From an optimization exercise on the open Yosys and OpenROAD flow, aimed at small area, a short achievable clock period and few clock cycles per item; shortcuts taken in it are not production practice.
RTL that was checked went through simulation tests only; none was proved equivalent to the original.
Only the layout flow was run in runs 1 to 3; the RTL was not checked for function there.
Power figures rest on the tool's default switching activity, not on a simulated workload.

===== config.mk =====
export PLATFORM = sky130hd
export DESIGN_NAME = ELA
export DESIGN_NICKNAME = ELA
export VERILOG_FILES = /design/flow/design.v
export SDC_FILE = /design/flow/constraint.sdc
export NUM_CORES = 4
export LEC_CHECK = 0
export ABC_AREA = 1
export CAP_MARGIN = 20
export CORE_MARGIN = 2
export CORE_UTILIZATION = 70
export SETUP_SLACK_MARGIN = 3.7
export SLEW_MARGIN = 20
export TNS_END_PERCENT = 5

===== constraint.sdc =====
create_clock -name core_clock -period 5.5 [get_ports {clk}]
set_input_delay 1.1000 -clock core_clock [delete_from_list [all_inputs] [get_ports {clk}]]
set_output_delay 1.1000 -clock core_clock [all_outputs]
set_load 0.01 [all_outputs]

===== design.v =====
`timescale 1ns/10ps
module ELA(clk, rst, in_data, data_rd, req, wen, addr, data_wr, done);
	input				clk;
	input				rst;
	input		[7:0]	in_data;
	input		[7:0]	data_rd;
	output reg			req;
	output reg			wen;
	output reg	[9:0]	addr;
	output reg	[7:0]	data_wr;
	output reg			done;
reg				s_start;	 
reg				s_arr;		 
reg				s_rt;		 
reg				s_rb;		 
reg				s_w;		 
reg				s_fin;		 
reg		[3:0]	r;			 
reg				head;		 
reg				h0;			 
reg				a0;			 
reg				c_rt;		 
reg				c_rb;
reg				c_w;
reg				go_int;		 
reg				row0_end;	 
reg				tail;		 
reg				edge_px;	 
reg		[7:0]	opa, opb, u0, u1, v0;
reg		[7:0]	dreg, sreg;	 
reg		[7:0]	best;		 
reg				cur_r;		 
reg		[4:0]	col;		 
wire	[3:0]	rm1 = r - 4'd1;
always @(posedge clk or posedge rst) begin
	if (rst) begin
		s_start <= 1'b1;
		s_arr <= 1'b0;
		s_rt <= 1'b0;
		s_rb <= 1'b0;
		s_w <= 1'b0;
		s_fin <= 1'b0;
	end else begin
		s_start <= 1'b0;
		s_arr <= s_start || (s_arr && !go_int) || (tail && r != 4'd15);
		s_rt <= go_int || (s_w && !tail);
		s_rb <= s_rt;
		s_w <= s_rb;
		s_fin <= s_fin || (tail && r == 4'd15);
	end
end
always @(posedge clk) begin
	go_int <= s_arr && !a0 && (col == 5'd29) && (r != 4'd0);
	row0_end <= s_arr && !a0 && (col == 5'd29) && (r == 4'd0);
	tail <= s_rb && !head && (col == 5'd0);
	edge_px <= (s_w && col == 5'd31) || (s_rt && edge_px);
	c_rt <= go_int || (s_w && !tail);
	c_rb <= s_rt;
	c_w <= s_rb;
	done <= s_fin;
	req <= s_start || (row0_end) || (tail && r != 4'd15);
	a0 <= (s_start || row0_end || (tail && r != 4'd15)) && !s_fin;
	if (s_start)
		r <= 4'd0;
	else if ((row0_end) || tail)
		r <= r + 4'd1;
	if (go_int)
		h0 <= 1'b1;
	else if (s_rb)
		h0 <= 1'b0;
	if (go_int)
		head <= 1'b1;
	else if (s_rb && col == 5'd1)
		head <= 1'b0;
	wen <= (s_arr && !go_int) || (s_rb && (!head || h0)) || tail;
end
reg		[4:0]	col_inc;
always @(*) begin
	if (s_rt)
		col_inc = 5'd0;
	else if (s_rb)
		col_inc = h0 ? 5'd31 : 5'd30;
	else if (s_w && !tail)
		col_inc = head ? 5'd2 : 5'd3;
	else if (go_int)
		col_inc = 5'd2;
	else
		col_inc = 5'd1;
end
always @(posedge clk) begin
	addr[4:0] <= (s_arr && req) ? 5'd0 : col + col_inc;
	col <= (s_arr && a0) ? 5'd0 : col + col_inc;
	addr[5] <= (s_rb && !h0) || tail;
	addr[9:6] <= ((s_arr && !go_int) || s_rt || (s_rb && h0)) ? r : rm1;
end
always @(posedge clk) begin
	if (c_rt)
		opa[3:0] <= u0[3:0];
	else if (c_rb)
		opa[3:0] <= data_rd[3:0];
	else
		opa[3:0] <= u1[3:0];
	if (c_rt)
		opa[7:4] <= u0[7:4];
	else if (c_rb)
		opa[7:4] <= data_rd[7:4];
	else
		opa[7:4] <= u1[7:4];
	if (c_w) begin
		u0 <= opa;
		u1 <= u0;
	end
	if (c_rb) begin
		opb <= v0;
		v0 <= opb;
	end else if (c_w) begin
		opb <= data_rd;
	end
end
reg		[7:0]	dg, dp, dG, dP;
reg		[7:0]	sg, sp, sG, sP;
reg		[7:0]	absd, avg;
integer			i, k;
always @(*) begin
	dg = opa & ~opb;
	dp = opa ^ ~opb;
	sg = opa & opb;
	sp = opa ^ opb;
	dG = dg;
	dP = dp;
	sG = sg;
	sP = sp;
	for (k = 1; k < 8; k = k * 2) begin
		for (i = 7; i >= k; i = i - 1) begin
			dG[i] = dG[i] | (dP[i] & dG[i-k]);
			dP[i] = dP[i] & dP[i-k];
			sG[i] = sG[i] | (sP[i] & sG[i-k]);
			sP[i] = sP[i] & sP[i-k];
		end
	end
	absd[0] = dp[0] ^ 1'b1;
	for (i = 1; i < 8; i = i + 1)
		absd[i] = dp[i] ^ (dG[i-1] | dP[i-1]);
	if (!(dG[7] | dP[7])) begin
		absd[0] = ~dp[0];
		for (i = 1; i < 8; i = i + 1)
			absd[i] = ~(dp[i] ^ dG[i-1]);
	end
	for (i = 1; i < 8; i = i + 1)
		avg[i-1] = sp[i] ^ sG[i-1];
	avg[7] = sG[7];
end
always @(posedge clk) begin
	dreg <= absd;
	sreg <= avg;
end
wire			cin = s_rb && cur_r;
reg		[7:0]	cG, cP;
always @(*) begin
	cG = best & ~dreg;
	cP = best ^ ~dreg;
	for (k = 1; k < 8; k = k * 2)
		for (i = 7; i >= k; i = i - 1) begin
			cG[i] = cG[i] | (cP[i] & cG[i-k]);
			cP[i] = cP[i] & cP[i-k];
		end
end
wire			win = cG[7] | (cP[7] & cin);
always @(posedge clk) begin
	if (s_w || (s_rt && !edge_px && !h0 && win)) begin
		best <= dreg;
		cur_r <= s_rt;
	end
	if (s_arr)
		data_wr <= in_data;
	else if (s_w || ((s_rt || s_rb) && !edge_px && !h0 && win))
		data_wr <= sreg;
end
endmodule

===== flow/run.sh =====
#!/bin/bash
# Standard layout with two changes: the port buffers are buf_2 cells instead
# of the delay buffers buffer_ports picks by default, and clock tree
# synthesis runs with the arguments below (no dummy loads).
set -euo pipefail
export BUFFER_PORTS_ARGS="-buffer_cell sky130_fd_sc_hd__buf_2"
export CTS_ARGS="-sink_clustering_enable -repair_clock_nets -dont_use_dummy_load"
bash standard.sh > standard.log 2>&1

===== standard.sh =====
#!/bin/bash
# synth_recipe.tcl (not shown) runs the flow's synth.tcl, then flattens the netlist and writes it again
# the make line also repeats each setting of config.mk as NAME=value (left out here)
make -C /OpenROAD-flow-scripts/flow DESIGN_CONFIG=/design/flow/config.mk WORK_HOME=/design/flow/orfs CLKGATE_MAP_FILE= SYNTH_SCRIPT=/design/flow/synth_recipe.tcl "${@:-finish}"

==> run_results.csv, run 1 <==
group,metric,value,unit
worst_setup_path,required,4400,ps
pwr,power.total,0.001401,W
worst_setup_path,critical_path_buf_inv_count,1,
worst_hold_path,min-delay-start,"dreg[1]",
die,start_util,0.7194,
die,die_h,87.33,um
synth,async_flop_share,0.05405,
layout,antenna_cells,0,
synth,synth_nets,566,
synth,ys_seq_area_frac,0.5645,
route,viasPerCell,5.413,
timing,period_share,0.3618,
global_route,grt_usage,0.2504,
timing,timing.final.crit_period,1990,ps
die,die-area,7627,um2
pwr,power_switching,0.0003133,W
layout,area_growth,9.112,%
pwr,power_frac_clock,0.269,
worst_setup_path,reg2reg_from,"tail",
clocking,cts_tree,"done",
worst_setup_path,critPathKind,"reg2out",
place,postPlaceCellArea,5117,um2
clocking,cts-buffers-inserted,9,
synth,synthCells,514,
timing,tightest_slew,753.2,ps
timing,finalSetupViolCount,0,
place,hpwl,6.389,mm
layout,drive_gt1_frac,0.1342,
synth,synth_edf_count,49,
worst_hold_path,min_path_type,"reg2reg",
synth,synth_seq_cells,111,
synth,yosys_warnings,1,
clocking,worstSkewPairLatency,380,ps
pwr,comb_power_share,0.083,
route,drtPass1Iterations,4,
worst_setup_path,path_delay_family,"flip-flops",
worst_setup_path,path_cells,"buf_2",
route,drc,0,
worst_setup_path,slowest_stage,"edfxtp_1",
synth,yosys_most_used_dff,"dfxtp_1",
worst_setup_path,worstSetupStartpoint,"data_wr[5]",
route,antenna_left,0,
place,gp_congestion,0.8579,
timing,setup_tns,0,ps
die,die_w,87.33,um
route,routed_wl,8.794,mm
die,pin_count,39,
clocking,cts_buffer_depth,2,
die,num_rows,30,
global_route,grt_pass1_wl,14.73,mm
place,portBuffers,38,
worst_setup_path,endpoint_kind,"primary output",
layout,final_common_cell,"nand2_1",
pwr,total_leakage_power,2.539,nW
synth,syn_area,4861,um2
global_route,antenna_found_initial,0,
timing,slew_headroom,0.4972,
pwr,internal_power,0.001088,W
pwr,ir_drop,0.1946,mV
global_route,grt_max_degree,27,
layout,final_cells,639,
timing,rsz0062_at_grt,"yes",
route,drt-initial-drc-count,184,
worst_setup_path,startpoint_type,"flip-flop",
timing,setup_slack,3510,ps
worst_setup_path,crit_arrival,890,ps
pwr,seqPwrFrac,0.648,
die,core,6756,um2
place,dp_cells,624,
timing,slew_violations,0,
outcome,status,"finished clean",
pwr,p_sw_frac,0.2236,
clocking,htree_num_levels,3,
synth,synth_top_area_cell,"edfxtp_1",
clocking,clockRootBuffer,"clkbuf_8",
flow_run,cap_viol_max_count,0,
layout,nets,613,
synth,avgSynthCellArea,9.457,um2
route,routedWlPerCell,13.76,um
clocking,cts_sinks,111,
synth,ys_types,37,
clocking,cts.clk_slew.worst_paths,120,ps
layout,final.fill_count,499,
global_route,grt_remaining_overflow,0,
layout,final_area,5304,um2
synth,synth_area_leaders,"edfxtp_1 (30%), dfxtp_1 (23%), nand2_1 (11%)",
timing,final-hold-violation-count,0,
route,dr_total_vias,3459,
global_route,first_global_vias,3199,
worst_setup_path,slowest_delay,370,ps
layout,layout_common_cells,"nand2_1 (139), inv_1 (59), dfxtp_1 (55), edfxtp_1 (49), nor2_1 (40)",
pwr,power_density,264.1,nW/um2
timing,fmax,0.5025,GHz
worst_setup_path,crit_fanout,1,
synth,yosys.area.top_type_share,0.3027,
place,dp_slack,3446,ps
timing,fin_skew,40.00,ps
## routing by layer
layer	GRT usage	routed length, um	up-vias
met5	0	0	-
met3	0.05308	394	9
met1	0.3524	4159	1620
met4	0.06853	53	0
li1	-	-	1749
met2	0.3974	4187	81
## repair_timing
item / 4_1_cts / 5_1_grt
hold buffers: 0 / 0
setup buffers: 4 / 2
resized for setup: 7 / 4
pin swaps: 1 / 2
endpoints found under the setup margin: 45 / 55
hold endpoints to repair: 0 / 0
gates cloned: 0 / 0
## metrics by stage
step,utilization,hold WS (ps)
after global placement,0.7574,384.5
after global routing,0.7850,452.6
after detailed placement,0.7574,398.8
after CTS,0.7817,438.9
final,0.7850,437.0
after floorplan,-,362.5
## cell type report
class | count | area (um2) | area share
inverters | 64 | 242.7 | 0.04577
repair buffers | 45 | 242.7 | 0.04577
multi-input cells | 330 | 1848 | 0.3484
flip-flops and latches | 111 | 2746 | 0.5178
clock buffers | 9 | 123.9 | 0.02335
well taps | 80 | 100.1 | 0.01887
## final timing paths
kind	end	slack [ps]	depth (start not counted)
max	data_wr[5]	3510	1
min	best[1]	440	0
max reg2reg	col[4]	3510	13
min reg2reg	best[1]	440	0
max in group asynchronous	s_start	4580	2
min in group asynchronous	s_fin	620	2
## kinds of logic (layout without fill, tap and decap cells)
logic type / after synthesis / count (layout) / synth area share
compound gates: 59 / 59 / 0.06641
xor+xnor: 19 / 19 / 0.03423
fa+ha+maj: 34 / 34 / 0.09215
buf+inv: 73 / 118 / 0.05894
flops: 111 / 111 / 0.5645
other cells: 1 / 1 / 0.0007715
simple gates: 217 / 217 / 0.1830
## state kept, by name (all words and copies together), names as in the netlist, 4 cells and up
register and count:
sreg 8, u1 8, v0 8, opb 8
best 8, u0 8, opa 8, r 4
addr 10, data_wr 8, dreg 8, col 5
## power by group through the flow
stage | Sequential [W] | Clock, W | Combinational, W
2_1_floorplan | 0.000924 | 0 | 0.0000845
3_3_place_gp | 0.000925 | 0 | 0.000112
3_5_place_dp | 0.000927 | 0 | 0.000117
4_1_cts | 0.000908 | 0.000381 | 0.000117
5_1_grt | 0.000911 | 0.000410 | 0.000135
6_report | 0.000908 | 0.000377 | 0.000116
## synthesized netlist by cell type (2+ instances only)
| library cell | instances |
|---|---|
| nand2_1 | 141 |
| inv_1 | 62 |
| dfxtp_1 | 56 |
| edfxtp_1 | 49 |
| nor2_1 | 40 |
| a21oi_1 | 31 |
| ha_1 | 31 |
| nand3_1 | 18 |
| xor2_1 | 16 |
| o21ai_0 | 14 |
| buf_2 | 5 |
| dfrtp_1 | 5 |
| nand4_1 | 5 |
| a31oi_1 | 3 |
| clkbuf_1 | 3 |
| fa_1 | 3 |
| nor4_1 | 3 |
| o21ai_1 | 3 |
| xnor2_1 | 3 |
| nand2_2 | 2 |
| nor3_1 | 2 |
| o21a_1 | 2 |
| o21bai_1 | 2 |
| or2_2 | 2 |
==> run 2: changes to the inputs <==
--- a/design.v
+++ b/design.v
@@ -30,7 +30,7 @@
 reg		[7:0]	dreg, sreg;	 
 reg		[7:0]	best;		 
 reg				cur_r;		 
-reg		[4:0]	col;		 
+wire	[4:0]	col = addr[4:0];
 wire	[3:0]	rm1 = r - 4'd1;
 always @(posedge clk or posedge rst) begin
 	if (rst) begin
@@ -88,8 +88,7 @@
 		col_inc = 5'd1;
 end
 always @(posedge clk) begin
-	addr[4:0] <= (s_arr && req) ? 5'd0 : col + col_inc;
-	col <= (s_arr && a0) ? 5'd0 : col + col_inc;
+	addr[4:0] <= (s_arr && a0) ? 5'd0 : col + col_inc;
 	addr[5] <= (s_rb && !h0) || tail;
 	addr[9:6] <= ((s_arr && !go_int) || s_rt || (s_rb && h0)) ? r : rm1;
 end
--- a/config.mk
+++ b/config.mk
@@ -5,10 +5,9 @@
 export SDC_FILE = /design/flow/constraint.sdc
 export NUM_CORES = 4
 export LEC_CHECK = 0
-export ABC_AREA = 1
 export CAP_MARGIN = 20
 export CORE_MARGIN = 2
 export CORE_UTILIZATION = 70
-export SETUP_SLACK_MARGIN = 3.7
+export SETUP_SLACK_MARGIN = 3.4
 export SLEW_MARGIN = 20
 export TNS_END_PERCENT = 5
==> run 2 against run 1 <==
  * Clock skew fell by 7.4 ps
  * Critical path type is now reg2reg
  * Cell count fell by 21%
  * Sequential power fell by 8.6%
  * Critical path depth rose by 8
  * First-iteration DRC count fell by 12%
  * Worst setup slack got worse by 150 ps
  * Global-route usage fell by 1.2 points
  * Area after synthesis fell by 4.7%
  * Critical endpoint is now sreg[7]
  * Worst hold slack got worse by 14 ps
  * Non-clock buffer count rose by 4
  * Sequential share of layout area barely moved
  * Largest power group unchanged
==> run_results.csv, run 2 <==
group,metric,value,unit
outcome,status,"finished clean",
synth,synth_area_leaders,"edfxtp_1 (32%), dfxtp_1 (22%), ha_1 (8.4%)",
synth,avgSynthCellArea,12.07,um2
clocking,cts.clk_slew.worst_paths,100,ps
layout,final_cells,507,
clocking,worstSkewPairLatency,370,ps
timing,tightest_slew,617.0,ps
die,start_util,0.7255,
synth,synth.cells.most_frequent,"dfxtp_1 (51), edfxtp_1 (49), inv_1 (37)",
layout,top_register,"addr",
worst_setup_path,reg2reg_from,"opb[0]",
worst_setup_path,worstSetupStartpoint,"opb[0]",
worst_setup_path,crit_top_cell,"o21bai_1",
pwr,ir_drop,0.1798,mV
synth,async_flop_share,0.05660,
timing,timing.final.crit_period,2139,ps
clocking,cts_buffer_depth,2,
worst_setup_path,endpoint,"sreg[7]",
timing,final-hold-violation-count,0,
global_route,antenna_found_initial,0,
clocking,cts_sinks,106,
synth,synth_top_area_cell,"edfxtp_1",
synth,synthCells,384,
synth,ys_seq_area_frac,0.5706,
layout,area_growth,10.50,%
worst_setup_path,crit_fanout,3,
worst_setup_path,startpoint_type,"flip-flop",
clocking,cts-buffers-inserted,9,
timing,period_share,0.3888,
synth,yosys_warnings,1,
place,postPlaceCellArea,4863,um2
synth,ys_types,52,
layout,final_util,0.8017,
synth,yosys_most_used_dff,"dfxtp_1",
timing,rsz0062_at_grt,"yes",
timing,fmax,0.4676,GHz
synth,yosys.area.top_type_share,0.3176,
global_route,grt_max_degree,26,
worst_setup_path,ff2ff_path_depth,9,
die,die_h,85.36,um
place,gp_congestion,0.8905,
worst_setup_path,endpoint_kind,"flip-flop",
synth,syn_area,4633,um2
worst_setup_path,r2r-end,"sreg[7]",
worst_setup_path,path_cells,"buf_4, ha_1, inv_1, fa_1, o21bai_1, a21oi_2, o21bai_1, a2111oi_1, nor2_1",
global_route,grt_pass1_wl,13.39,mm
worst_setup_path,r2r_slack,3360,ps
worst_setup_path,required,5740,ps
flow_run,cap_viol_max_count,0,
route,dr_total_vias,2903,
global_route,grt_usage,0.2385,
timing,fin_skew,32.55,ps
die,die-area,7285,um2
route,viasPerCell,5.726,
die,die_w,85.36,um
die,num_rows,29,
die,pin_count,39,
timing,finalSetupViolCount,0,
pwr,total_leakage_power,2.097,nW
synth,synth_seq_cells,106,
layout,final_area,5120,um2
clocking,cts_tree,"done",
layout,drive_gt1_frac,0.2349,
place,hpwl,6.041,mm
timing,slew_violations,0,
route,antenna_left,0,
clocking,htree_num_levels,3,
worst_setup_path,critPathKind,"reg2reg",
clocking,holdBufCountCts,0,
pwr,power_density,239.2,nW/um2
timing,slew_headroom,0.5887,
synth,synth_edf_count,49,
die,core,6386,um2
global_route,grt_remaining_overflow,0,
worst_setup_path,slowest_delay,430,ps
layout,layout_common_cells,"dfxtp_1 (49), edfxtp_1 (49), buf_2 (38), inv_1 (34), ha_1 (28)",
route,routed_wl,8.185,mm
synth,synth_nets,436,
global_route,first_global_vias,2828,
timing,setup_tns,0,ps
pwr,power.total,0.001225,W
place,dp_cells,488,
worst_setup_path,slowest_stage,"edfxtp_1",
worst_hold_path,min_path_type,"reg2reg",
layout,antenna_cells,0,
worst_setup_path,crit_arrival,2370,ps
clocking,clockRootBuffer,"clkbuf_8",
route,routedWlPerCell,16.14,um
layout,largest_reg_flops,10,
layout,nets,484,
route,drtPass1Iterations,4,
place,portBuffers,38,
route,drt-initial-drc-count,162,
synth,yosysMostFrequentCell,"dfxtp_1",
route,drc,0,
==> run 2: changes by cell type after synthesis, moves of 5 or more <==
| cell | before | now |
|---|---|---|
| nand3_1 | 18 | 5 |
| nand2_1 | 141 | 18 |
| xor2_1 | 16 | 8 |
| nand2b_1 | 0 | 8 |
| a21oi_1 | 31 | 24 |
| dfxtp_1 | 56 | 51 |
| xnor2_1 | 3 | 13 |
| mux2i_1 | 0 | 12 |
| inv_1 | 62 | 37 |
| mux2_2 | 0 | 16 |
| nor2_1 | 40 | 19 |
| a21o_1 | 0 | 6 |
==> run 2: area by class of cell <==
type,instances,area (um2)
tap,77,96.34
fill,404,1266
sequential,106,2650
timing repair buffer,49,272.8
inverter,37,138.9
clock buffer,9,123.9
multi-input combinational,229,1838
==> run 2: report_power, final <==
part           internal (W)  total (W)  leakage [nW]  switching, W
logic             0.0000172  0.0000325          1.14     0.0000152
registers          0.000825   0.000830         0.894    0.00000482
clock network      0.000147   0.000362        0.0647      0.000215
total              0.000989    0.00122          2.10      0.000235
==> run 2: logic make-up (layout without fill, tap and decap cells) <==
family          Yosys count  count (layout)  share of synthesized area
buf+inv                  49              95                    0.04375
other cells               1               1                  0.0008094
simple gates             69              69                    0.07237
xor+xnor                 21              21                    0.03970
fa+ha+maj                34              34                    0.09668
flops                   106             106                     0.5706
compound gates           76              76                     0.1113
mux                      28              28                    0.06481
==> run 2: critical path: cells and delay by family (launching register included) <==
family / cells / cell delay [ps]
fa+ha+maj: 2 / 410
flops: 1 / 430
compound gates: 4 / 850
buf+inv: 2 / 240
simple gates: 1 / 80
==> run 2: timing repair <==
item                       in CTS  in global routing
buffers inserted                5                  5
pin swaps                       4                 12
setup endpoints to repair      25                 22
resized for setup               8                 13
==> run 2: metal layers <==
layer  part of all wire  global-route usage
met5                  0                   0
met3              0.048             0.05739
met2               0.47              0.3707
met1               0.46              0.3314
met4              0.019             0.08369
==> run 2: worst min-delay path by stage <==
stage	startpoint	to	slack [ps]	cells past startpoint
floorplan	s_fin	done	370	0
finish	s_fin	done	420	0
detailed placement	s_fin	done	400	0
CTS	s_fin	done	420	0
global placement	s_fin	done	390	0
global route	dreg[1]	best[1]	440	0
==> run 2: stage by stage <==
| step | hold slack, ps | setup slack, ps |
|---|---|---|
| detailed placement | 402.3 | 3116 |
| global placement | 388.3 | 3278 |
| global route | 442.3 | 3216 |
| floorplan | 369.7 | 3430 |
| CTS | 419.0 | 3327 |
| finish | 423.3 | 3361 |
==> run 3: changes to the inputs <==
--- a/config.mk
+++ b/config.mk
@@ -5,9 +5,10 @@
 export SDC_FILE = /design/flow/constraint.sdc
 export NUM_CORES = 4
 export LEC_CHECK = 0
+export ABC_AREA = 1
 export CAP_MARGIN = 20
 export CORE_MARGIN = 2
 export CORE_UTILIZATION = 70
-export SETUP_SLACK_MARGIN = 3.4
+export SETUP_SLACK_MARGIN = 3.5
 export SLEW_MARGIN = 20
 export TNS_END_PERCENT = 5
==> run 3 against run 2 <==
  * Non-clock buffer count decreased by 3
  * Clock-buffer cell count unchanged
  * Utilization increased by 0.32 points
  * Worst setup slack improved by 84 ps
  * Total power increased by 11%
  * Highest routed layer unchanged
  * Sequential share of layout area decreased by 0.83 points
  * Combinational power increased to 3.7 times the previous value
  * Die area increased by 2.2%
  * Worst hold slack got worse by 19 ps
  * Synthesized cell count increased by 27%
  * Area after synthesis increased by 2.3%
==> run_results.csv, run 3 <==
group,metric,value,unit
synth,ys_seq_area_frac,0.5578,
synth,synth.cells.most_frequent,"nand2_1 (119), inv_1 (60), dfxtp_1 (51)",
global_route,grt_usage,0.2666,
synth,yosys_most_used_dff,"dfxtp_1",
clocking,cts_sinks,106,
clocking,htree_num_levels,3,
synth,synth_seq_cells,106,
timing,period_share,0.3736,
layout,largest_reg_flops,10,
synth,syn_area,4740,um2
synth,synth_top_area_cell,"edfxtp_1",
timing,slew_headroom,0.5061,
clocking,cts_tree,"done",
pwr,power_switching,0.0003047,W
synth,avgSynthCellArea,9.732,um2
flow_run,cap_viol_max_count,0,
global_route,antenna_found_initial,0,
pwr,total_leakage_power,2.459,nW
pwr,power.total,0.001356,W
timing,setup_tns,0,ps
route,dr_total_vias,3404,
timing,rsz0062_at_grt,"yes",
layout,regArea,2648,um2
synth,synth_edf_count,49,
synth,synthSimpleGateAreaFrac,0.1668,
worst_setup_path,startpoint_type,"flip-flop",
place,portBuffers,38,
layout,drive_gt1_frac,0.1632,
timing,timing.final.crit_period,2055,ps
route,antenna_left,0,
synth,synth_mux_area_frac,0.01901,
place,hpwl,6.552,mm
route,routed_wl,9.277,mm
worst_setup_path,crit_arrival,2350,ps
timing,fmax,0.4866,GHz
worst_setup_path,endpoint_kind,"flip-flop",
layout,multiInputGateArea,1843,um2
timing,setup_slack,3445,ps
timing,slew_violations,0,
layout,layout_common_cells,"nand2_1 (117), inv_1 (56), dfxtp_1 (49), edfxtp_1 (49), buf_2 (38)",
clocking,cts.clk_slew.worst_paths,100,ps
synth,ys_types,39,
layout,final_common_cell,"nand2_1",
layout,antenna_cells,0,
timing,finalSetupViolCount,0,
timing,tightest_slew,739.8,ps
global_route,grt_max_degree,27,
synth,async_flop_share,0.05660,
synth,synth_compound_area_frac,0.07233,
route,drc,0,
timing,final-hold-violation-count,0,
place,gp_congestion,0.8752,
clocking,cts_buffer_depth,2,
timing,fin_skew,29.52,ps
synth,synth_area_leaders,"edfxtp_1 (31%), dfxtp_1 (22%), nand2_1 (9.4%)",
die,core,6459,um2
global_route,grt_remaining_overflow,0,
pwr,ir_drop,0.1806,mV
pwr,comb_power_share,0.088,
die,die-area,7445,um2
pwr,seqPwrFrac,0.643,
synth,yosys_warnings,1,
die,start_util,0.7338,
pwr,power_frac_clock,0.269,
clocking,cts-buffers-inserted,9,
die,die_w,86.29,um
synth,synthCells,487,
die,num_rows,29,
worst_setup_path,critPathKind,"reg2reg",
global_route,grt_pass1_wl,15.30,mm
route,viasPerCell,5.580,
synth,synth_nets,539,
synth,yosys.area.top_type_share,0.3105,
place,dp_slack,3253,ps
pwr,power_density,260.8,nW/um2
synth,synth_top_family_by_area,"simple AND/OR/NAND/NOR gates",
worst_hold_path,min_path_type,"reg2reg",
route,routedWlPerCell,15.21,um
clocking,holdBufCountCts,0,
synth,synth-xor-area-share,0.02957,
synth,synthAdderAreaFrac,0.09451,
die,die_h,86.29,um
route,drt-initial-drc-count,229,
route,drtPass1Iterations,5,
pwr,p_sw_frac,0.2247,
clocking,worstSkewPairLatency,370,ps
pwr,internal_power,0.001051,W
layout,top_register,"addr",
synth,yosysMostFrequentCell,"nand2_1",
worst_setup_path,required,5800,ps
clocking,clockRootBuffer,"clkbuf_8",
outcome,status,"finished clean",
layout,area_growth,9.689,%
layout,final.fill_count,428,
worst_setup_path,crit_fanout,4,
layout,nets,587,
global_route,first_global_vias,3357,
die,pin_count,39,
## run 3: critical path: stages, from the launching register on
cell and delay [ps]:
dfrtp_1 420, nand2_4 110, nand2_4 60, o21ai_2 50, o21ai_1 60, nor2_1 90, ha_2 190, inv_1 50
fa_2 340, inv_2 70, a21oi_1 60, nor2_1 100, nor2_1 50, or2_1 220, a21oi_2 130
## run 3: per-layer routing
layer | vias up | track usage | wire length (um)
li1 | 1686 | - | -
met1 | 1580 | 0.3451 | 4125
met2 | 117 | 0.4581 | 4500
met3 | 21 | 0.04381 | 469
met4 | 0 | 0.09375 | 182
met5 | - | 0 | 0
## run 3: worst paths after layout
path	start	to	slack, ps	cells after the start
worst min register to register	s_fin	done	400	0
worst max-delay path	s_w	addr[4]	3450	14
worst min-delay path	s_fin	done	400	0
worst max register to register	s_w	addr[4]	3450	14
max in group asynchronous	rst	s_start	4610	2
min in group asynchronous	rst	s_fin	630	2
## run 3: timing repair
item / 4_1_cts / 5_1_grt
pin swaps: 2 / 3
setup buffers: 6 / 1
endpoints found under the setup margin: 3 / 27
gates resized for setup: 12 / 6
## run 3: metrics by stage
| stage | hold slack [ps] | cells | area, um2 | util |
|---|---|---|---|---|
| global placement | 382.9 | 594 | 4989 | 0.7724 |
| floorplan | 362.5 | 487 | 4740 | - |
| finish | 404.5 | 610 | 5199 | 0.8049 |
| global route | 421.4 | 610 | 5199 | 0.8049 |
| CTS | 409.2 | 609 | 5175 | 0.8012 |
| detailed placement | 385.5 | 594 | 4989 | 0.7724 |
## run 3: area by class of cell
class | instances | area share
Inverter | 62 | 0.04573
Tap cell | 77 | 0.01853
Timing Repair Buffer | 46 | 0.04813
Sequential cell | 106 | 0.5093
Clock buffer | 9 | 0.02383
Multi-Input combinational cell | 310 | 0.3545
## run 3: power groups by stage
stage	combinational [W]	sequential (W)	clock (W)
after CTS	0.000120	0.000872	0.000368
after floorplan	0.0000841	0.000886	0
after detailed placement	0.000119	0.000890	0
final	0.000120	0.000872	0.000364
after global routing	0.000138	0.000875	0.000399
after global placement	0.000112	0.000887	0
## run 3: logic make-up (layout without fill, tap and decap cells)
| group | Yosys count | in the layout |
|---|---|---|
| buffers and inverters | 71 | 117 |
| adders and majority gates | 34 | 34 |
| xor gates and xnor gates | 16 | 16 |
| AOI/OAI and AO/OA | 62 | 62 |
| muxes | 8 | 8 |
| and+or+nand+nor | 189 | 189 |
| other | 1 | 1 |
| DFF | 106 | 106 |
==> run 4: changes to the inputs <==
--- a/design.v
+++ b/design.v
@@ -18,10 +18,6 @@
 reg		[3:0]	r;			 
 reg				head;		 
 reg				h0;			 
-reg				a0;			 
-reg				c_rt;		 
-reg				c_rb;
-reg				c_w;
 reg				go_int;		 
 reg				row0_end;	 
 reg				tail;		 
@@ -50,16 +46,12 @@
 	end
 end
 always @(posedge clk) begin
-	go_int <= s_arr && !a0 && (col == 5'd29) && (r != 4'd0);
-	row0_end <= s_arr && !a0 && (col == 5'd29) && (r == 4'd0);
+	go_int <= s_arr && !req && (col == 5'd29) && (r != 4'd0);
+	row0_end <= s_arr && !req && (col == 5'd29) && (r == 4'd0);
 	tail <= s_rb && !head && (col == 5'd0);
 	edge_px <= (s_w && col == 5'd31) || (s_rt && edge_px);
-	c_rt <= go_int || (s_w && !tail);
-	c_rb <= s_rt;
-	c_w <= s_rb;
 	done <= s_fin;
 	req <= s_start || (row0_end) || (tail && r != 4'd15);
-	a0 <= (s_start || row0_end || (tail && r != 4'd15)) && !s_fin;
 	if (s_start)
 		r <= 4'd0;
 	else if ((row0_end) || tail)
@@ -88,31 +80,31 @@
 		col_inc = 5'd1;
 end
 always @(posedge clk) begin
-	addr[4:0] <= (s_arr && a0) ? 5'd0 : col + col_inc;
+	addr[4:0] <= (s_arr && req) ? 5'd0 : col + col_inc;
 	addr[5] <= (s_rb && !h0) || tail;
 	addr[9:6] <= ((s_arr && !go_int) || s_rt || (s_rb && h0)) ? r : rm1;
 end
 always @(posedge clk) begin
-	if (c_rt)
+	if (s_rt)
 		opa[3:0] <= u0[3:0];
-	else if (c_rb)
+	else if (s_rb)
 		opa[3:0] <= data_rd[3:0];
 	else
 		opa[3:0] <= u1[3:0];
-	if (c_rt)
+	if (s_rt)
 		opa[7:4] <= u0[7:4];
-	else if (c_rb)
+	else if (s_rb)
 		opa[7:4] <= data_rd[7:4];
 	else
 		opa[7:4] <= u1[7:4];
-	if (c_w) begin
+	if (s_w) begin
 		u0 <= opa;
 		u1 <= u0;
 	end
-	if (c_rb) begin
+	if (s_rb) begin
 		opb <= v0;
 		v0 <= opb;
-	end else if (c_w) begin
+	end else if (s_w) begin
 		opb <= data_rd;
 	end
 end
--- a/config.mk
+++ b/config.mk
@@ -5,10 +5,9 @@
 export SDC_FILE = /design/flow/constraint.sdc
 export NUM_CORES = 4
 export LEC_CHECK = 0
-export ABC_AREA = 1
 export CAP_MARGIN = 20
 export CORE_MARGIN = 2
 export CORE_UTILIZATION = 70
-export SETUP_SLACK_MARGIN = 3.5
+export SETUP_SLACK_MARGIN = 3.4
 export SLEW_MARGIN = 20
 export TNS_END_PERCENT = 5
==> run 4 against run 3 <==
  * Non-clock buffer count down 1
  * Still clean
  * Maximum frequency is 6.4% lower
  * Worst hold slack got worse by 16 ps
  * Clock-buffer cell count did not move
  * Sequential cell count is 4 lower
==> run_results.csv, run 4 <==
group,metric,value,unit
layout,nets,476,
worst_setup_path,slowest_delay,420,ps
worst_setup_path,required,5720,ps
synth,synth_top_area_cell,"edfxtp_1",
worst_setup_path,endpoint_kind,"flip-flop",
timing,whs,388.5,ps
outcome,status,"finished clean",
synth,ys_seq_area_frac,0.5642,
global_route,gr-usage-met2,0.3951,
pwr,p_sw_frac,0.1948,
layout,final_common_cell,"edfxtp_1",
timing,tightest_slew,585.1,ps
die,die_h,84.57,um
worst_setup_path,crit_fanout,3,
route,routed_wl,8.333,mm
flow_run,cap_viol_max_count,0,
global_route,met1_usage,0.3122,
synth,ys_types,49,
synth,synth_seq_cells,102,
pwr,power_switching,0.0002321,W
timing,rsz0062_at_grt,"yes",
worst_setup_path,crit_top_cell,"nand2b_1",
die,pin_count,39,
synth,async_flop_share,0.05882,
layout,multiInputGateArea,1836,um2
synth,yosys.area.top_type_share,0.3238,
synth,yosysMostFrequentCell,"edfxtp_1",
synth,synth_nets,432,
timing,period_share,0.3992,
synth,synth.cells.most_frequent,"edfxtp_1 (49), dfxtp_1 (47), ha_1 (31), inv_1 (31), a21oi_1 (24)",
timing,finalSetupViolCount,0,
synth,yosys_most_used_dff,"edfxtp_1",
pwr,seqPwrFrac,0.673,
route,drc,0,
die,core,6314,um2
pwr,internal_power,0.0009593,W
pwr,power_density,238.1,nW/um2
global_route,grt_pass1_wl,13.10,mm
layout,area_growth,10.10,%
die,die_w,84.57,um
synth,synth_edf_count,49,
worst_setup_path,startpoint_type,"flip-flop",
global_route,first_global_vias,2729,
timing,final-hold-violation-count,0,
global_route,antenna_found_initial,0,
layout,drive_gt1_frac,0.2180,
pwr,power_frac_clock,0.302,
route,drtPass1Iterations,4,
global_route,grt_max_degree,26,
pwr,comb_power_share,0.025,
global_route,grt_usage,0.2398,
pwr,total_leakage_power,2.091,nW
die,die-area,7152,um2
worst_hold_path,min_path_type,"reg2reg",
layout,top_register,"addr",
synth,synth_area_leaders,"edfxtp_1 (32%), dfxtp_1 (21%), ha_1 (8.5%)",
route,routedWlPerCell,16.70,um
synth,yosys_warnings,1,
synth,synthCells,380,
timing,slew_violations,0,
timing,setup_tns,0,ps
layout,regArea,2577,um2
worst_setup_path,path_cells,"nand2b_1, nand2b_1, o21ai_1, mux2i_1, nor2_1, ha_2, fa_2, a21o_1, a21oi_2, xnor2_1, a21oi_1",
clocking,cts_sinks,102,
worst_setup_path,critPathKind,"reg2reg",
clocking,htree_num_levels,3,
clocking,clockRootBuffer,"clkbuf_8",
layout,layout_common_cells,"edfxtp_1 (49), dfxtp_1 (45), buf_2 (38), inv_1 (31), ha_1 (29)",
die,num_rows,29,
clocking,worstSkewPairLatency,370,ps
timing,slew_headroom,0.6099,
route,drt-initial-drc-count,223,
layout,final.fill_count,396,
clocking,cts-buffers-inserted,9,
worst_setup_path,crit_arrival,2410,ps
route,viasPerCell,5.764,
die,start_util,0.7198,
place,portBuffers,38,
clocking,cts.clk_slew.worst_paths,100,ps
pwr,ir_drop,0.2234,mV
synth,syn_area,4544,um2
timing,fmax,0.4555,GHz
global_route,busiest_layer,"met2",
synth,avgSynthCellArea,11.96,um2
worst_setup_path,slowest_stage,"dfrtp_4",
timing,timing.final.crit_period,2196,ps
place,hpwl,5.742,mm
layout,antenna_cells,0,
clocking,cts_buffer_depth,2,
timing,fin_skew,33.31,ps
global_route,grt_remaining_overflow,0,
place,gp_congestion,0.8173,
layout,largest_reg_flops,10,
route,antenna_left,0,
global_route,grt_util_met3,0.05015,
route,dr_total_vias,2876,
clocking,cts_tree,"done",
==> run 4: cell count changes after synthesis, sizes merged, moves of 5 or more <==
cell	delta
a21boi	+5
a21o	+8
a21oi	-10
inv	-31
mux2	+8
mux2i	+12
nand2	-104
nand2b	+9
nand3	-12
nor2	-14
o21ai	+5
xnor2	+13
xor2	-8
==> run 4: kinds of logic after synthesis <==
| logic type | Yosys count | share of synthesized area |
|---|---|---|
| and+or+nand+nor | 72 | 0.08150 |
| buffers and inverters | 43 | 0.03854 |
| xor gates and xnor gates | 21 | 0.04047 |
| AOI/OAI and AO/OA | 79 | 0.1099 |
| muxes | 28 | 0.06608 |
| adders and majority gates | 34 | 0.09857 |
| other | 1 | 0.0008252 |
| DFF | 102 | 0.5642 |
==> run 4: worst max-delay path, delay by kind of cell, from the launching register on <==
family          cells  cell delay, ps
compound gates      4             460
xor+xnor            1             130
fa+ha+maj           2             570
flops               1             420
mux                 1             170
simple gates        3             280
==> run 4: power by group through the flow <==
stage | clock (W) | sequential [W] | combinational (W)
floorplan | 0 | 0.000821 | 0.0000125
global placement | 0 | 0.000818 | 0.0000292
detailed placement | 0 | 0.000819 | 0.0000304
CTS | 0.000365 | 0.000802 | 0.0000307
global route | 0.000393 | 0.000802 | 0.0000334
finish | 0.000360 | 0.000801 | 0.0000303
==> run 4: cell type report <==
type | count | share of cell area
inverter | 31 | 0.02326
sequential | 102 | 0.5151
tap | 77 | 0.01925
clock buffer | 9 | 0.02476
multi-input combinational | 235 | 0.3668
timing repair buffer | 45 | 0.05076
==> run 4: routing by layer <==
metal | part of all wire | vias up
li1 | - | 1418
met1 | 0.45 | 1379
met2 | 0.49 | 63
met3 | 0.042 | 16
met4 | 0.019 | 0
met5 | 0 | -
==> run 4: path summary, 6_finish.rpt <==
check | start | end | slack, ps | depth (start not counted)
max | s_w | addr[4] | 3300 | 11
max reg2reg | s_w | addr[4] | 3300 | 11
min reg2reg | s_fin | done | 390 | 0
max in group asynchronous | rst | s_start | 4620 | 2
min in group asynchronous | rst | s_fin | 620 | 2
min | s_fin | done | 390 | 0
==> run 4: through the flow <==
stage / instance area (um2) / util / std cells / worst slack [ps] / power [W]
detailed placement: 4783 / 0.7576 / 483 / 2772 / 0.0008493
finish: 5004 / 0.7925 / 499 / 3304 / 0.001191
floorplan: 4564 / - / 380 / 3384 / 0.0008330
global placement: 4783 / 0.7576 / 483 / 2882 / 0.0008477
global route: 5004 / 0.7925 / 499 / 3199 / 0.001228
CTS: 4954 / 0.7846 / 495 / 3358 / 0.001198
==> run 4: repair_timing <==
item,in CTS,in global routing
cloned,0,0
gates resized for setup,8,6
hold buffers,0,0
endpoints found under the setup margin,23,26
buffers inserted,3,4
Testbench counts of run 4, summed over its fixed seeds: cycles 63,968, images 32.
==> run 5: changes to the inputs <==
--- a/config.mk
+++ b/config.mk
@@ -5,9 +5,10 @@
 export SDC_FILE = /design/flow/constraint.sdc
 export NUM_CORES = 4
 export LEC_CHECK = 0
+export ABC_AREA = 1
 export CAP_MARGIN = 20
 export CORE_MARGIN = 2
 export CORE_UTILIZATION = 70
-export SETUP_SLACK_MARGIN = 3.4
+export SETUP_SLACK_MARGIN = 3.8
 export SLEW_MARGIN = 20
 export TNS_END_PERCENT = 5
==> run 5 against run 4 <==
  * Still clean
  * Register-to-register slack improved by 290 ps
  * Area after synthesis is 2.0% higher
  * Utilization up 2.9 points
  * Critical path type is now reg2out
  * Critical endpoint is now addr[2]
  * Largest cell class unchanged
  * Largest power group unchanged
==> run_results.csv, run 5 <==
group,metric,value,unit
route,routedWlPerCell,15.27,um
synth,async_flop_share,0.05882,
worst_setup_path,crit_arrival,900,ps
worst_setup_path,path_cells,"buf_2",
timing,whs,391.7,ps
worst_setup_path,critical_path_buf_inv_count,1,
worst_hold_path,min_path_type,"reg2reg",
route,drtPass1Iterations,5,
synth,synth_top_area_cell,"edfxtp_1",
synth,synth_compound_area_frac,0.06452,
timing,fin_skew,27.85,ps
synth,synthCells,496,
synth,ys_types,37,
global_route,grt_remaining_overflow,0,
route,antenna_left,0,
place,gp_congestion,0.8873,
timing,timing.final.crit_period,2001,ps
synth,synth_nets,548,
pwr,ir_drop,0.3504,mV
layout,final_util,0.8219,
route,viasPerCell,5.586,
flow_run,cap_viol_max_count,0,
clocking,cts_tree,"done",
synth,synthSimpleGateAreaFrac,0.1925,
die,die_w,85.37,um
worst_setup_path,critPathKind,"reg2out",
synth,synth_area_leaders,"edfxtp_1 (32%), dfxtp_1 (20%), nand2_1 (12%)",
clocking,cts-buffers-inserted,9,
synth,yosys_most_used_dff,"edfxtp_1",
timing,slew_violations,0,
pwr,power_density,419.6,nW/um2
die,start_util,0.7257,
route,drt-initial-drc-count,249,
layout,drive_gt1_frac,0.1825,
route,routed_wl,9.541,mm
synth,synth-xor-area-share,0.03024,
die,core,6386,um2
synth,avgSynthCellArea,9.344,um2
worst_setup_path,crit_fanout,4,
outcome,status,"finished clean",
synth,yosys.area.top_type_share,0.3175,
clocking,htree_num_levels,3,
worst_setup_path,required,4400,ps
layout,final.fill_count,401,
global_route,grt_max_degree,19,
die,die_h,85.37,um
global_route,first_global_vias,3343,
place,hpwl,6.517,mm
layout,multiInputGateArea,1913,um2
clocking,cts.clk_slew.worst_paths,80,ps
layout,regArea,2584,um2
pwr,p_sw_frac,0.3495,
timing,finalSetupViolCount,0,
pwr,power_frac_clock,0.167,
route,dr_total_vias,3491,
clocking,cts_sinks,102,
worst_setup_path,path_delay_family,"flip-flops",
pwr,internal_power,0.001433,W
route,drc,0,
synth,syn_area,4634,um2
synth,yosys_warnings,1,
timing,fmax,0.4997,GHz
synth,synth.cells.most_frequent,"nand2_1 (145), inv_1 (62), edfxtp_1 (49)",
die,die-area,7287,um2
worst_setup_path,slowest_delay,400,ps
layout,final_cells,625,
die,pin_count,39,
synth,ys_seq_area_frac,0.5532,
synth,synth_mux_area_frac,0,
timing,rsz0062_at_grt,"yes",
layout,largest_reg_flops,10,
pwr,power_switching,0.0007696,W
synth,synth_seq_cells,102,
global_route,grt_usage,0.2691,
pwr,total_leakage_power,2.444,nW
synth,synth_top_family_by_area,"simple AND/OR/NAND/NOR gates",
layout,area_growth,13.26,%
layout,layout_common_cells,"nand2_1 (137), inv_1 (61), edfxtp_1 (49), dfxtp_1 (42), buf_2 (38)",
layout,top_register,"addr",
place,dp_cells,603,
clocking,worstSkewPairLatency,370,ps
global_route,antenna_found_initial,0,
place,portBuffers,38,
timing,setup_tns,0,ps
layout,antenna_cells,0,
timing,period_share,0.3639,
clocking,cts_buffer_depth,2,
global_route,grt_pass1_wl,15.25,mm
synth,synthAdderAreaFrac,0.09665,
layout,nets,602,
clocking,holdBufCountCts,0,
pwr,power.total,0.002202,W
worst_setup_path,endpoint_kind,"primary output",
die,num_rows,29,
worst_setup_path,startpoint_type,"flip-flop",
clocking,clockRootBuffer,"clkbuf_8",
layout,final_common_cell,"nand2_1",
worst_setup_path,slowest_stage,"dfxtp_1",
pwr,seqPwrFrac,0.497,
synth,synth_edf_count,49,
synth,yosysMostFrequentCell,"nand2_1",
timing,final-hold-violation-count,0,
pwr,comb_power_share,0.337,
## run 5: cell count changes in the layout (fill, tap and decap cells not counted), moves of 6 or more
cell and delta:
nand2_2 +9, nand2_1 +119, a21o_1 -7, nor2_1 +11
mux2i_1 -12, nand3_1 +16, xnor2_1 -13, xor2_1 +8
nand2b_1 -8, inv_1 +30, buf_4 +7, mux2_2 -16
a21oi_1 -6
## run 5: cells by family (layout without fill, tap and decap cells)
logic type / after synthesis / count (layout)
DFF: 102 / 102
adders and majority gates: 34 / 34
buffers and inverters: 73 / 124
and+or+nand+nor: 218 / 219
other: 1 / 1
AOI/OAI and AO/OA: 52 / 52
xor gates and xnor gates: 16 / 16
## run 5: path summary, 6_finish.rpt
| path | start | to | slack, ps | cells after the start |
|---|---|---|---|---|
| max | addr[2] | addr[2] | 3500 | 1 |
| min | s_fin | done | 390 | 0 |
| max reg2reg | opb[0] | dreg[5] | 3590 | 12 |
| min reg2reg | s_fin | done | 390 | 0 |
| max in group asynchronous | rst | s_start | 4590 | 2 |
| min in group asynchronous | rst | s_arr | 650 | 2 |
## run 5: per-layer routing
metal,track usage,routed length (um)
met2,0.4347,4436
met3,0.04183,674
met5,0,0
met1,0.3653,4215
met4,0.1140,214
## run 5: layout make-up
| cell class | instances | area share |
|---|---|---|
| clock buffer | 9 | 0.02360 |
| inverter | 65 | 0.04791 |
| sequential | 102 | 0.4923 |
| tap | 77 | 0.01836 |
| timing repair buffer | 50 | 0.05340 |
| multi-input combinational | 322 | 0.3645 |
## run 5: what timing repair did
action | in CTS | in global routing
buffers inserted | 9 | 3
gates resized for setup | 9 | 29
cloned | 0 | 1
endpoints found under the hold margin | 0 | 0
pin swaps | 0 | 11
setup endpoints to repair | 53 | 55
## run 5: power by group through the flow
stage / clock network, W / logic [W] / registers (W)
after floorplan: 0 / 0.000443 / 0.00108
after global placement: 0 / 0.000568 / 0.00110
after detailed placement: 0 / 0.000588 / 0.00111
after CTS: 0.000371 / 0.000613 / 0.00108
after global routing: 0.000397 / 0.000834 / 0.00111
final: 0.000368 / 0.000741 / 0.00109
## run 5: stage by stage
stage	cell area [um2]	setup slack (ps)
finish	5249	3499
CTS	5095	3487
global placement	4888	3231
global route	5249	3446
detailed placement	4888	3131
floorplan	4647	3522
==> run 6: changes to the inputs <==
--- a/config.mk
+++ b/config.mk
@@ -9,6 +9,6 @@
 export CAP_MARGIN = 20
 export CORE_MARGIN = 2
 export CORE_UTILIZATION = 70
-export SETUP_SLACK_MARGIN = 3.8
+export SETUP_SLACK_MARGIN = 3.6
 export SLEW_MARGIN = 20
 export TNS_END_PERCENT = 5
==> run 6 against run 5 <==
  * Maximum frequency up 0.24%
  * Global-route usage down 0.29 points
  * Die area unchanged
  * Non-clock buffer count down 1
  * Clock-buffer cell count unchanged
  * Via count up 0.20%
  * Register-to-register slack worse by 30 ps
  * Largest cell class unchanged
  * Critical endpoint is now data_wr[5]
  * Largest power group unchanged
  * Worst hold slack better by 8.5 ps
  * Combinational power down 15%
  * Utilization down 1.9 points
==> run_results.csv, run 6 <==
group,metric,value,unit
worst_setup_path,startpoint_type,"flip-flop",
clocking,cts_sinks,102,
route,antenna_left,0,
synth,synth_area_leaders,"edfxtp_1 (32%), dfxtp_1 (20%), nand2_1 (12%)",
route,routed_wl,9.291,mm
synth,yosys_most_used_dff,"edfxtp_1",
timing,slew_violations,0,
timing,fin_skew,27.79,ps
worst_setup_path,endpoint_kind,"primary output",
timing,setup_slack,3504,ps
clocking,cts-buffers-inserted,9,
global_route,grt_pass1_wl,15.08,mm
worst_setup_path,critical_path_buf_inv_count,1,
timing,finalSetupViolCount,0,
global_route,grt_usage,0.2662,
worst_setup_path,slowest_stage,"edfxtp_1",
global_route,first_global_vias,3304,
layout,antenna_cells,0,
synth,syn_area,4634,um2
synth,synth_top_area_cell,"edfxtp_1",
flow_run,cap_viol_max_count,0,
worst_setup_path,required,4400,ps
worst_hold_path,min_path_type,"reg2reg",
synth,synth_edf_count,49,
clocking,cts_buffer_depth,2,
worst_setup_path,path_cells,"buf_2",
worst_setup_path,critPathKind,"reg2out",
die,pin_count,39,
die,die-area,7287,um2
synth,synthCells,496,
die,num_rows,29,
timing,period_share,0.3630,
timing,fmax,0.5009,GHz
timing,rsz0062_at_grt,"yes",
worst_setup_path,path_delay_family,"flip-flops",
clocking,htree_num_levels,3,
layout,layout_common_cells,"nand2_1 (144), inv_1 (61), edfxtp_1 (49), dfxtp_1 (44), buf_2 (38)",
route,viasPerCell,5.615,
layout,area_growth,10.66,%
synth,yosysMostFrequentCell,"nand2_1",
layout,final.fill_count,410,
clocking,cts_tree,"done",
synth,avgSynthCellArea,9.344,um2
route,drc,0,
layout,top_register,"addr",
synth,ys_seq_area_frac,0.5532,
pwr,total_leakage_power,2.412,nW
synth,async_flop_share,0.05882,
synth,yosys_warnings,1,
route,drt-initial-drc-count,235,
place,gp_congestion,0.8873,
clocking,worstSkewPairLatency,370,ps
route,routedWlPerCell,14.91,um
clocking,cts.clk_slew.worst_paths,100,ps
outcome,status,"finished clean",
timing,setup_tns,0,ps
synth,synth_seq_cells,102,
timing,final-hold-violation-count,0,
synth,synth.cells.most_frequent,"nand2_1 (145), inv_1 (62), edfxtp_1 (49)",
die,die_h,85.37,um
place,hpwl,6.517,mm
place,portBuffers,38,
worst_setup_path,slowest_delay,380,ps
global_route,antenna_found_initial,0,
pwr,power_density,405.3,nW/um2
layout,drive_gt1_frac,0.1484,
synth,ys_types,37,
route,dr_total_vias,3498,
pwr,ir_drop,0.2714,mV
layout,final_common_cell,"nand2_1",
die,core,6386,um2
route,drtPass1Iterations,4,
worst_setup_path,crit_fanout,1,
layout,largest_reg_flops,10,
synth,synth_nets,548,
clocking,clockRootBuffer,"clkbuf_8",
layout,nets,600,
global_route,grt_remaining_overflow,0,
synth,yosys.area.top_type_share,0.3175,
global_route,grt_max_degree,19,
timing,whs,400.2,ps
worst_setup_path,crit_arrival,900,ps
die,start_util,0.7257,
place,dp_slack,3131,ps
timing,timing.final.crit_period,1996,ps
die,die_w,85.37,um
-- run 6: per-stage QoR --
stage	cells	total power (W)	utilization	instance area [um2]
finish	623	0.002078	0.8031	5129
global route	623	0.002220	0.8031	5129
CTS	618	0.002068	0.7937	5069
detailed placement	603	0.001700	0.7655	4888
global placement	603	0.001670	0.7655	4888
floorplan	496	0.001525	-	4647
-- run 6: logic make-up (layout without fill, tap and decap cells) --
logic type	count (synthesis)	after routing	synth area share
simple gates	218	218	0.1925
flops	102	102	0.5532
buf+inv	73	123	0.06209
compound gates	52	52	0.06452
fa+ha+maj	34	34	0.09665
xor+xnor	16	16	0.03024
other cells	1	1	0.0008092
-- run 6: report_power, final --
group          leakage, nW  switching (W)  internal [W]  total, W
clock               0.0647       0.000219      0.000147  0.000367
combinational         1.44       0.000390      0.000237  0.000627
sequential           0.912      0.0000901      0.000995   0.00108
total                 2.41       0.000700       0.00138   0.00208
-- run 6: timing repair --
item,4_1_cts,5_1_grt
cloned,0,0
setup endpoints to repair,39,49
hold buffers,0,0
setup buffers,6,5
pin swaps,0,3
endpoints found under the hold margin,0,0
gates resized for setup,6,9
-- run 6: worst paths after layout --
kind | from | slack (ps) | end | cells after the start
setup reg to reg | s_rb | 3560 | addr[4] | 12
hold / removal | s_fin | 400 | done | 0
hold reg to reg | s_fin | 400 | done | 0
min in group asynchronous | rst | 650 | s_arr | 2
max in group asynchronous | rst | 4600 | s_start | 2
setup / recovery | data_wr[5] | 3500 | data_wr[5] | 1
-- run 6: per-layer routing --
layer  wire length, um  track usage  up-vias
li1                  -            -     1701
met3               680      0.04961       24
met2              4302       0.4283      159
met4               238      0.09668        0
met1              4069       0.3647     1614
met5                 0            0        -
-- run 6: layout make-up --
class                   count  area [um2]  share of cell area
multi-input cells         321        1805              0.3520
flip-flops and latches    102        2579              0.5028
clock buffers               9       123.9             0.02415
well taps                  77       96.34             0.01879
inverters                  65       251.5             0.04904
repair buffers             49       272.8             0.05318
==> run 7: changes to the inputs <==
--- a/design.v
+++ b/design.v
@@ -21,12 +21,12 @@
 reg				go_int;		 
 reg				row0_end;	 
 reg				tail;		 
-reg				edge_px;	 
 reg		[7:0]	opa, opb, u0, u1, v0;
 reg		[7:0]	dreg, sreg;	 
 reg		[7:0]	best;		 
 reg				cur_r;		 
 wire	[4:0]	col = addr[4:0];
+wire			edge_px = (col == 5'd2);	 
 wire	[3:0]	rm1 = r - 4'd1;
 always @(posedge clk or posedge rst) begin
 	if (rst) begin
@@ -49,7 +49,6 @@
 	go_int <= s_arr && !req && (col == 5'd29) && (r != 4'd0);
 	row0_end <= s_arr && !req && (col == 5'd29) && (r == 4'd0);
 	tail <= s_rb && !head && (col == 5'd0);
-	edge_px <= (s_w && col == 5'd31) || (s_rt && edge_px);
 	done <= s_fin;
 	req <= s_start || (row0_end) || (tail && r != 4'd15);
 	if (s_start)
==> run 7 against run 6 <==
  * Still clean on timing, DRC and antenna
  * Worst hold slack worse by 22 ps
  * Sequential share of layout area is 0.17 points lower
  * Critical path depth stayed put
  * Total power is 1.3% higher
  * Cell count is 0.64% lower
  * Utilization rose by 0.10 points
  * Sequential power is essentially flat
  * First-iteration DRC count fell by 27%
  * Worst setup slack worse by 2.6 ps
  * Cell area fell by 0.44%
  * Combinational power increased by 5.4%
  * Non-clock buffer count unchanged
  * Critical endpoint is now addr[3]
==> run_results.csv, run 7 <==
group,metric,value,unit
timing,finalSetupViolCount,0,
route,drt-initial-drc-count,171,
layout,area_growth,10.87,%
worst_setup_path,slowest_delay,390,ps
timing,setup_tns,0,ps
worst_setup_path,reg2reg_from,"s_rb",
timing,fin_skew,30.49,ps
route,antenna_left,0,
clocking,worstSkewPairLatency,370,ps
synth,synth_seq_cells,101,
synth,syn_area,4606,um2
worst_hold_path,min_to,"done",
timing,fmax,0.5002,GHz
clocking,clockRootBuffer,"clkbuf_8",
route,drt-met1-wl,4.088,mm
worst_setup_path,endpoint_kind,"primary output",
layout,layout_common_cells,"nand2_1 (138), inv_1 (63), edfxtp_1 (49), dfxtp_1 (43), buf_2 (37)",
worst_setup_path,slowest_stage,"dfxtp_1",
synth,synth_top_area_cell,"edfxtp_1",
layout,final_common_cell,"nand2_1",
synth,avgSynthCellArea,9.361,um2
layout,top_register,"addr",
flow_run,cap_viol_max_count,0,
die,start_util,0.7253,
pwr,ir_drop,0.2732,mV
route,routedWlPerCell,15.01,um
clocking,cts.clk_slew.worst_paths,80,ps
die,die_h,85.12,um
pwr,power_density,412.5,nW/um2
synth,ys_types,37,
place,hpwl,6.581,mm
worst_setup_path,path_delay_family,"flip-flops",
layout,drive_gt1_frac,0.1587,
worst_hold_path,min-delay-start,"s_fin",
route,wl_met2,4.444,mm
timing,final-hold-violation-count,0,
pwr,internal_power,0.001389,W
global_route,antenna_found_initial,0,
die,die-area,7245,um2
worst_setup_path,r2r-end,"addr[4]",
synth,ys_seq_area_frac,0.5523,
outcome,status,"finished clean",
timing,slew_headroom,0.6271,
global_route,grt_pass1_wl,14.79,mm
synth,yosys_most_used_dff,"edfxtp_1",
worst_setup_path,critical_path_buf_inv_count,1,
synth,synth_edf_count,49,
layout,nets,596,
synth,synth_nets,544,
place,gp_congestion,0.8490,
layout,largest_reg_flops,10,
synth,async_flop_share,0.05941,
route,viasPerCell,5.486,
route,drc,0,
pwr,power_frac_clock,0.174,
global_route,grt_remaining_overflow,0,
synth,synth.cells.most_frequent,"nand2_1 (140), inv_1 (65), edfxtp_1 (49)",
route,highest_layer,"met4",
pwr,p_sw_frac,0.3403,
synth,yosys.area.top_type_share,0.3195,
pwr,comb_power_share,0.314,
die,core,6350,um2
route,routed_wl,9.294,mm
timing,whs,377.9,ps
synth,synthCells,492,
route,dr_total_vias,3396,
synth,yosys_warnings,1,
route,drtPass1Iterations,5,
synth,synth_area_leaders,"edfxtp_1 (32%), dfxtp_1 (20%), nand2_1 (11%)",
worst_setup_path,r2r_slack,3570,ps
die,num_rows,29,
timing,tightest_slew,557.4,ps
worst_setup_path,required,4400,ps
global_route,grt_max_degree,19,
synth,yosysMostFrequentCell,"nand2_1",
clocking,htree_num_levels,3,
clocking,holdBufCountCts,0,
die,die_w,85.12,um
pwr,seqPwrFrac,0.512,
die,pin_count,39,
clocking,cts_sinks,101,
clocking,cts_tree,"done",
global_route,grt_usage,0.2666,
place,portBuffers,38,
pwr,total_leakage_power,2.399,nW
worst_setup_path,critPathKind,"reg2out",
worst_setup_path,crit_arrival,900,ps
worst_setup_path,crit_fanout,4,
worst_hold_path,hold_path_depth,0,
pwr,power_switching,0.0007168,W
timing,timing.final.crit_period,1999,ps
worst_setup_path,ff2ff_path_depth,11,
clocking,cts_buffer_depth,2,
layout,antenna_cells,0,
clocking,cts-buffers-inserted,9,
worst_setup_path,startpoint_type,"flip-flop",
worst_setup_path,path_cells,"buf_2",
timing,rsz0062_at_grt,"yes",
route,met3_wirelength,560,um
timing,period_share,0.3635,
worst_hold_path,min_path_type,"reg2reg",
timing,slew_violations,0,
global_route,first_global_vias,3223,
==> run 7: layer usage <==
metal  up-vias  track usage
met2       121       0.4339
met5         -            0
li1       1687            -
met4         0       0.1212
met1      1572       0.3538
met3        16      0.04377
==> run 7: layout make-up <==
type | instances | area [um2]
Timing Repair Buffer | 49 | 279.0
Multi-Input combinational cell | 316 | 1792
Tap cell | 77 | 96.34
Inverter | 67 | 256.5
Sequential cell | 101 | 2559
Clock buffer | 9 | 123.9
Fill cell | 426 | 1244
==> run 7: metrics by stage <==
step                      cell area [um2]    util  power, W  std cells  setup slack [ps]
after global placement               4861  0.7655  0.001669        599              3359
after floorplan                      4619       -  0.001521        492              3531
after detailed placement             4861  0.7655  0.001702        599              3265
after global routing                 5106  0.8041  0.002240        619              3423
final                                5106  0.8041  0.002106        619              3501
after CTS                            5042  0.7941  0.002071        613              3501
==> run 7: how the worst max path moves through the flow <==
| stage | start | depth (start not counted) | slack, ps | endpoint |
|---|---|---|---|---|
| 6_report | addr[3] | 1 | 3500 | addr[3] |
| 5_1_grt | s_rb | 11 | 3420 | addr[4] |
| 4_1_cts | addr[3] | 1 | 3500 | addr[3] |
| 3_5_place_dp | s_rb | 12 | 3260 | addr[4] |
| 3_3_place_gp | s_rb | 12 | 3360 | addr[4] |
| 2_1_floorplan | s_w | 12 | 3530 | addr[4] |
==> run 7: what timing repair did <==
action                                  in CTS  in global routing
gates resized for setup                      8                  9
endpoints found under the setup margin      47                 51
buffers inserted                             5                  6
pin swaps                                    0                  3
==> run 7: kinds of logic (layout without fill, tap and decap cells) <==
group | after synthesis | in the layout | share of synthesized area
other cells | 1 | 1 | 0.0008142
buf+inv | 75 | 125 | 0.06411
flops | 101 | 101 | 0.5523
compound gates | 54 | 54 | 0.06710
fa+ha+maj | 34 | 34 | 0.09726
simple gates | 211 | 211 | 0.1880
xor+xnor | 16 | 16 | 0.03043
==> run 7: power groups by stage <==
stage / combinational [W] / clock, W / sequential [W]
6_report: 0.000661 / 0.000367 / 0.00108
5_1_grt: 0.000755 / 0.000392 / 0.00109
4_1_cts: 0.000618 / 0.000367 / 0.00109
3_5_place_dp: 0.000601 / 0 / 0.00110
3_3_place_gp: 0.000576 / 0 / 0.00109
2_1_floorplan: 0.000449 / 0 / 0.00107
Testbench counts of run 7, summed over its fixed seeds: cycles 63,968, images 32.
==> run 8: changes to the inputs <==
--- a/config.mk
+++ b/config.mk
@@ -9,6 +9,6 @@
 export CAP_MARGIN = 20
 export CORE_MARGIN = 2
 export CORE_UTILIZATION = 70
-export SETUP_SLACK_MARGIN = 3.6
+export SETUP_SLACK_MARGIN = 3.8
 export SLEW_MARGIN = 20
 export TNS_END_PERCENT = 5
==> run 8 against run 7 <==
  * Utilization increased by 0.41 points
  * Maximum frequency increased by 0.38%
  * Cell count down 0.32%
  * Global-route usage unchanged
  * Die area did not move
  * Critical path depth did not move
  * Total power rose by 0.61%
  * Synthesized cell count unchanged
  * Critical path type unchanged
  * Largest cell class unchanged
  * Highest routed layer unchanged
==> run_results.csv, run 8 <==
group,metric,value,unit
layout,nets,594,
die,pin_count,39,
timing,setup_tns,0,ps
route,antenna_left,0,
clocking,cts_buffer_depth,2,
clocking,holdBufCountCts,0,
timing,rsz0062_at_grt,"yes",
clocking,cts_sinks,101,
layout,top_register,"addr",
synth,avgSynthCellArea,9.361,um2
worst_setup_path,crit_arrival,890,ps
pwr,total_leakage_power,2.399,nW
synth,synth_seq_cells,101,
synth,synth.cells.most_frequent,"nand2_1 (140), inv_1 (65), edfxtp_1 (49)",
timing,fmax,0.5021,GHz
timing,fin_skew,27.33,ps
place,gp_congestion,0.8490,
global_route,grt_pass1_wl,14.79,mm
layout,drive_gt1_frac,0.1704,
worst_setup_path,endpoint_kind,"primary output",
worst_setup_path,slowest_delay,370,ps
die,start_util,0.7253,
global_route,antenna_found_initial,0,
worst_hold_path,min-delay-start,"s_fin",
die,die_h,85.12,um
place,hpwl,6.581,mm
die,die_w,85.12,um
synth,yosys_most_used_dff,"edfxtp_1",
global_route,grt_remaining_overflow,0,
place,postPlaceCellArea,4861,um2
worst_hold_path,min_to,"done",
pwr,ir_drop,0.2863,mV
clocking,cts.clk_slew.worst_paths,80,ps
die,core,6350,um2
layout,antenna_cells,0,
synth,ys_seq_area_frac,0.5523,
global_route,first_global_vias,3226,
worst_setup_path,r2r-end,"addr[4]",
worst_setup_path,critical_path_buf_inv_count,1,
worst_setup_path,path_depth,1,
route,dr_total_vias,3353,
synth,ys_types,37,
clocking,worstSkewPairLatency,370,ps
timing,timing.final.crit_period,1992,ps
worst_setup_path,path_cells,"buf_2",
layout,area_growth,11.44,%
synth,synth_area_leaders,"edfxtp_1 (32%), dfxtp_1 (20%), nand2_1 (11%)",
worst_setup_path,slowest_stage,"dfxtp_1",
die,num_rows,29,
worst_setup_path,critPathKind,"reg2out",
flow_run,cap_viol_max_count,0,
pwr,power_density,412.9,nW/um2
route,drtPass1Iterations,4,
synth,synthCells,492,
synth,synth_top_area_cell,"edfxtp_1",
worst_setup_path,crit_fanout,3,
route,routedWlPerCell,14.85,um
synth,syn_area,4606,um2
outcome,status,"finished clean",
timing,finalSetupViolCount,0,
clocking,cts-buffers-inserted,9,
worst_setup_path,required,4400,ps
die,die-area,7245,um2
route,routed_wl,9.162,mm
timing,final-hold-violation-count,0,
layout,final_common_cell,"nand2_1",
synth,async_flop_share,0.05941,
place,portBuffers,38,
synth,synth_nets,544,
worst_setup_path,startpoint_type,"flip-flop",
layout,layout_common_cells,"nand2_1 (137), inv_1 (63), edfxtp_1 (49), dfxtp_1 (41), buf_2 (37)",
synth,yosys.area.top_type_share,0.3195,
synth,synth_edf_count,49,
clocking,cts_tree,"done",
synth,yosys_warnings,1,
worst_hold_path,hold_path_depth,0,
global_route,grt_max_degree,19,
synth,yosysMostFrequentCell,"nand2_1",
layout,largest_reg_flops,10,
global_route,grt_usage,0.2666,
layout,final_area,5132,um2
worst_setup_path,reg2reg_from,"tail",
worst_setup_path,ff2ff_path_depth,13,
timing,slew_violations,0,
route,drc,0,
worst_hold_path,min_path_type,"reg2reg",
clocking,clockRootBuffer,"clkbuf_8",
route,viasPerCell,5.434,
route,drt-initial-drc-count,190,
timing,period_share,0.3621,
worst_setup_path,r2r_slack,3570,ps
worst_setup_path,path_delay_family,"flip-flops",
clocking,htree_num_levels,3,
==> run 8: cell types whose count changed in the layout (fill, tap and decap cells not counted), sizes merged <==
cell / delta
buf: -2
==> run 8: through the flow <==
| stage | instances | power [W] | utilization | setup WS [ps] | hold slack [ps] |
|---|---|---|---|---|---|
| 2_1_floorplan | 492 | 0.001521 | - | 3531 | 341.7 |
| 3_3_place_gp | 599 | 0.001669 | 0.7655 | 3359 | 355.0 |
| 3_5_place_dp | 599 | 0.001702 | 0.7655 | 3265 | 351.4 |
| 4_1_cts | 614 | 0.002077 | 0.7955 | 3512 | 374.4 |
| 5_1_grt | 617 | 0.002256 | 0.8083 | 3411 | 394.8 |
| 6_report | 617 | 0.002119 | 0.8083 | 3508 | 372.2 |
==> run 8: kinds of logic after synthesis <==
| kind of cell | Yosys count | share of synthesized area |
|---|---|---|
| AND/OR/NAND/NOR | 211 | 0.1880 |
| flip-flops | 101 | 0.5523 |
| buffers and inverters | 75 | 0.06411 |
| AO/OA/AOI/OAI | 54 | 0.06710 |
| adder cells (fa/ha/maj) | 34 | 0.09726 |
| XOR/XNOR | 16 | 0.03043 |
| other | 1 | 0.0008142 |
==> run 8: cell type report <==
| type | instances | area (um2) |
|---|---|---|
| sequential | 101 | 2561 |
| multi-input combinational | 316 | 1831 |
| fill | 418 | 1217 |
| timing repair buffer | 47 | 264.0 |
| inverter | 67 | 256.5 |
| clock buffer | 9 | 123.9 |
| tap | 77 | 96.34 |
==> run 8: timing repair <==
item,in CTS,in global routing
resized for setup,9,19
pin swaps,0,7
endpoints found under the hold margin,0,0
buffers inserted,6,3
setup endpoints to repair,52,56
==> run 8: where the power goes <==
part	switching (W)	internal (W)
registers	0.0000886	0.000989
clock network	0.000216	0.000147
logic	0.000421	0.000258
total	0.000725	0.00139
==> run 8: how the worst max path moves through the flow <==
stage / end / slack (ps) / startpoint
after floorplan: addr[4] / 3530 / s_w
after global placement: addr[4] / 3360 / s_rb
after detailed placement: addr[4] / 3260 / s_rb
after CTS: data_wr[3] / 3510 / data_wr[3]
after global routing: addr[4] / 3410 / tail
final: req / 3510 / req
==> run 8: metal layers <==
metal	share of wire	GRT usage	wire, um
met5	0	0	0
met2	0.48	0.4354	4360
met4	0.019	0.1212	178
met3	0.071	0.04377	655
met1	0.43	0.3525	3967

-- afterwards: timing with drivers on the ports --
No port has a modelled driver above. Below, the same layouts with a new extraction and two added sets of constraints. Step 1 assumes that a clkbuf_16 drives the clock port and a buf_2 every other input. Step 2 also shifts input and output timing later by t, the mid clock arrival at the registers, as if the neighbouring blocks saw the same clock. Slacks: ideal ports / drivers / drivers and shift; pairs: ideal ports / drivers.
run	shift t [ns]	setup WS [ns]
run 1	0.384	3.510 / 3.482 / 3.514
run 2	0.384	3.361 / 3.336 / 3.361
run 3	0.383	3.445 / 3.442 / 3.445
run 4	0.387	3.304 / 3.304 / 3.304
run 5	0.382	3.499 / 3.472 / 3.586
run 6	0.388	3.504 / 3.473 / 3.563
run 7	0.388	3.501 / 3.469 / 3.574
run 8	0.389	3.508 / 3.477 / 3.566
After both steps setup and hold are still met in every run listed.
